What follows belongs to an exercise in optimizing a design on an open flow for small area and a short achievable clock period; a production flow would make more cautious choices. In this exercise RTL edits were held to simulation tests only and were not proved equivalent to the original.

// Top_module
module Top_module(
    First_Num,
    Second_Num,
    Target_Num,
    Clock,
    Reset,
    Result
    );
	input [31:0] First_Num;
	input [31:0] Second_Num;
	input [31:0] Target_Num;
	input Clock, Reset;
	output reg [1:0] Result;
	wire [31:0] m1 = ~(First_Num ^ Target_Num);  
	wire [31:0] x2 = Second_Num ^ Target_Num;     
	wire hit1 = &m1;
	wire hit2 = ~|x2;
	reg st_0_0;
	reg st_0_1;
	reg st_0_2;
	reg st_0_3;
	reg st_1_0;
	reg st_1_1;
	reg st_1_2;
	reg st_1_3;
	reg st_1_4;
	reg st_1_5;
	reg st_1_6;
	reg st_2_0;
	reg st_2_1;
	reg st_2_2;
	reg st_2_3;
	reg st_2_4;
	reg st_2_5;
	reg st_2_6;
	reg st_2_7;
	reg st_2_8;
	reg st_3_0;
	reg st_3_1;
	reg st_3_2;
	reg st_3_3;
	reg st_4_0;
	reg st_5_0;
	reg st_5_1;
	reg st_6_0;
	reg st_7_0;
	reg st_8_0;
	reg st_9_0;
	wire q1, q2;
	csa_fa u_q1 (.a(st_0_0), .b(st_0_1), .c(st_0_2), .s(q1), .co(q2));
	wire q3, q4;
	csa_fa u_q3 (.a(st_1_0), .b(st_1_1), .c(st_1_2), .s(q3), .co(q4));
	wire q5, q6;
	csa_fa u_q5 (.a(st_1_3), .b(st_1_4), .c(st_1_5), .s(q5), .co(q6));
	wire q7, q8;
	csa_fa u_q7 (.a(st_1_6), .b(q2), .c(q3), .s(q7), .co(q8));
	wire q9, q10;
	csa_fa u_q9 (.a(st_2_0), .b(st_2_1), .c(st_2_2), .s(q9), .co(q10));
	wire q11, q12;
	csa_fa u_q11 (.a(st_2_3), .b(st_2_4), .c(st_2_5), .s(q11), .co(q12));
	wire q13, q14;
	csa_fa u_q13 (.a(st_2_6), .b(st_2_7), .c(st_2_8), .s(q13), .co(q14));
	wire q15, q16;
	csa_fa u_q15 (.a(q4), .b(q6), .c(q11), .s(q15), .co(q16));
	wire q17, q18;
	csa_fa u_q17 (.a(q13), .b(q9), .c(q8), .s(q17), .co(q18));
	wire q19, q20;
	csa_fa u_q19 (.a(st_3_0), .b(st_3_1), .c(st_3_2), .s(q19), .co(q20));
	wire q21, q22;
	csa_fa u_q21 (.a(st_3_3), .b(q10), .c(q12), .s(q21), .co(q22));
	wire q23, q24;
	csa_fa u_q23 (.a(q14), .b(q19), .c(q16), .s(q23), .co(q24));
	wire q25 = q21 ^ q18;
	wire q26 = q21 & q18;
	wire q27, q28;
	csa_fa u_q27 (.a(st_4_0), .b(q20), .c(q22), .s(q27), .co(q28));
	wire q29 = q24 ^ q27;
	wire q30 = q24 & q27;
	wire q31, q32;
	csa_fa u_q31 (.a(st_5_0), .b(st_5_1), .c(q28), .s(q31), .co(q32));
	wire n1, n2;
	csa_fa u_n1 (.a(st_0_3), .b(q1), .c(m1[0]), .s(n1), .co(n2));
	wire n3, n4;
	csa_fa u_n3 (.a(m1[10]), .b(m1[11]), .c(m1[12]), .s(n3), .co(n4));
	wire n5, n6;
  ...
Size in the first run: about 250 cells after synthesis, about 100 I/O pins, about 3400 um2 of cells after synthesis.
export LEC_CHECK = 0
export CAP_MARGIN = 20
export CORE_MARGIN = 2
export CORE_UTILIZATION = 40
export SLEW_MARGIN = 20
export SYNTH_HIERARCHICAL = 1
create_clock -name core_clock -period 10.0 [get_ports {Clock}]
standard.sh (not shown) runs the stock make flow with config.mk's settings and CLKGATE_MAP_FILE= SYNTH_SCRIPT=/design/flow/synth_recipe.tcl, a recipe that flattens the netlist after the stock synthesis.
==> flow/flow/run.sh <==
#!/bin/bash
# Standard ORFS layout (the standard.sh), except that:
# - the port buffers are the platform's smallest plain buffer instead of the
#   delay buffer buffer_ports picks by default (every port still gets one);
# - clock tree synthesis uses small clock buffers and adds no dummy loads.
set -euo pipefail
bash standard.sh \
  "BUFFER_PORTS_ARGS=-buffer_cell sky130_fd_sc_hd__buf_1" \
  "CTS_ARGS=-sink_clustering_enable -repair_clock_nets -dont_use_dummy_load -sink_clustering_size 30 -sink_clustering_max_diameter 200 -buf_list {sky130_fd_sc_hd__clkbuf_8}" \
  finish > standard_make.log 2>&1
Next try:
--- a/flow/flow/run.sh
+++ b/flow/flow/run.sh
@@ -9 +9 @@
-  "CTS_ARGS=-sink_clustering_enable -repair_clock_nets -dont_use_dummy_load -sink_clustering_size 30 -sink_clustering_max_diameter 200 -buf_list {sky130_fd_sc_hd__clkbuf_8}" \
+  "CTS_ARGS=-sink_clustering_enable -repair_clock_nets -dont_use_dummy_load -buf_list {sky130_fd_sc_hd__clkbuf_4 sky130_fd_sc_hd__clkbuf_8}" \
Settings changed: ABC_CLOCK_PERIOD_IN_PS set to 2000.
The changed run finished with timing, DRC and antenna clean.
Non-clock buffer count is unchanged.
Die area does not change.
Via count stays the same.
Hold slack is unchanged.
Wire length is unchanged.
Synthesized cell count does not change.
Sequential share of layout area stays the same.
Next try:
--- a/flow/flow/run.sh
+++ b/flow/flow/run.sh
@@ -9 +9 @@
-  "CTS_ARGS=-sink_clustering_enable -repair_clock_nets -dont_use_dummy_load -buf_list {sky130_fd_sc_hd__clkbuf_4 sky130_fd_sc_hd__clkbuf_8}" \
+  "CTS_ARGS=-sink_clustering_enable -repair_clock_nets -dont_use_dummy_load -root_buf sky130_fd_sc_hd__clkbuf_4 -buf_list {sky130_fd_sc_hd__clkbuf_2 sky130_fd_sc_hd__clkbuf_4}" \
Settings changed: ABC_CLOCK_PERIOD_IN_PS 2000 to not set.
Final area shrinks slightly.
Core utilization shrinks by 0.38 points.
Register-to-register slack hardly moves.
Synthesized cell count stays the same.
Flip-flop and latch count is unchanged.
Fmax is about the same.
Wire length shrinks slightly.
First-iteration DRC count grows by a little under a tenth.
Next try:
--- a/flow/flow/run.sh
+++ b/flow/flow/run.sh
@@ -9 +9 @@
-  "CTS_ARGS=-sink_clustering_enable -repair_clock_nets -dont_use_dummy_load -root_buf sky130_fd_sc_hd__clkbuf_4 -buf_list {sky130_fd_sc_hd__clkbuf_2 sky130_fd_sc_hd__clkbuf_4}" \
+  "CTS_ARGS=-sink_clustering_enable -repair_clock_nets -dont_use_dummy_load -buf_list {sky130_fd_sc_hd__clkbuf_4 sky130_fd_sc_hd__clkbuf_8}" \
What happened: The changed run finished with timing, DRC and antenna clean; wire length climbs slightly; critical path depth does not change; worst hold slack gets worse by 5.2 ps; global-route usage barely changes; setup slack is about the same; via count climbs slightly; die area does not change; final cell count stays the same; synthesized area stays the same.

========
== main ==
Another version of the RTL of Top_module (not shown whole).
Size: about 37 flip-flops, ~3500 um^2 of cells after synthesis.
clock: 10.0 ns
lec_check: 0
cap_margin: 20
core_margin: 2
core_utilization: 40
slew_margin: 20
synth_hierarchical: 1
==> flow/flow/run.sh <==
#!/bin/bash
# Standard ORFS layout (the standard.sh), except that:
# - the port buffers are the platform's smallest plain buffer instead of the
#   delay buffer buffer_ports picks by default (every port still gets one);
# - clock tree synthesis uses small clock buffers and adds no dummy loads;
# - timing repair aims for 6.35 ns of setup slack (a 3.65 ns critical path).
set -euo pipefail
bash standard.sh \
  "BUFFER_PORTS_ARGS=-buffer_cell sky130_fd_sc_hd__buf_1" \
  "CTS_ARGS=-sink_clustering_enable -repair_clock_nets -dont_use_dummy_load -root_buf sky130_fd_sc_hd__clkbuf_4 -buf_list {sky130_fd_sc_hd__clkbuf_2 sky130_fd_sc_hd__clkbuf_4}" \
  SETUP_SLACK_MARGIN=6.35 \
  finish > standard_make.log 2>&1
main has completed all stages; timing, DRC and antenna checks passed.
--- input diff main..the feature branch ---
==> flow/flow/run.sh <==
#!/bin/bash
# Standard ORFS layout (the standard.sh), except that:
# - the port buffers are the platform's smallest plain buffer instead of the
#   delay buffer buffer_ports picks by default (every port still gets one);
# - clock tree synthesis uses small clock buffers and adds no dummy loads.
set -euo pipefail
bash standard.sh \
  "BUFFER_PORTS_ARGS=-buffer_cell sky130_fd_sc_hd__buf_1" \
  "CTS_ARGS=-sink_clustering_enable -repair_clock_nets -dont_use_dummy_load -root_buf sky130_fd_sc_hd__clkbuf_4 -buf_list {sky130_fd_sc_hd__clkbuf_2 sky130_fd_sc_hd__clkbuf_4}" \
  finish > standard_make.log 2>&1
Results
Average vias per placed instance, the feature branch and main: smaller value in main. Looking at worst endpoint data arrival time, the feature branch sits above main. From main to the feature branch the numbers moved as follows: global-route usage -0.62 points; sequential share of cell area +3.5 points. [the feature branch] design area fell about 15% relative to main. Comparing main against the feature branch, there is no change at all in number of multi-input combinational cells. Compound-gate portion of the synthesized area came out exactly the same in the feature branch and main.

-- what the ideal ports hide --
In the flow no input, the clock included, has a driving cell. The finished layouts below were timed again as built, in two steps. Step 1 sets driving cells, clkbuf_16 on the clock port and buf_2 on the other inputs (assumed; they add their load-dependent delay and slew). Step 2 moves the port delays by t, midway between the first and last clock arrival at a register: inputs arrive t later, outputs are due t later. That takes back most of the time a late clock gives input paths. Slacks: ideal / step 1 / step 2; pairs: ideal / step 1.
| run | shift t [ns] | setup slack, ns | slew at the worst register clock pin (ns) |
|---|---|---|---|
| the first run of note 1 | 0.306 | 6.103 / 6.103 / 5.845 | 0.07 / 0.07 |
| the second run of note 1 | 0.306 | 6.103 / 6.103 / 5.845 | 0.07 / 0.07 |
| the third run of note 1 | 0.348 | 6.105 / 6.105 / 5.885 | 0.11 / 0.11 |
| the fourth run of note 1 | 0.306 | 6.103 / 6.103 / 5.845 | 0.07 / 0.07 |
| main | 0.343 | 6.359 / 6.351 / 6.008 | 0.11 / 0.11 |
| the feature branch | 0.347 | 6.267 / 6.270 / 5.923 | 0.12 / 0.12 |
After both steps setup and hold are still met in every run listed. The setup slack of main, which loses most, moves by -0.008 ns with the drivers and by -0.351 ns with both steps.
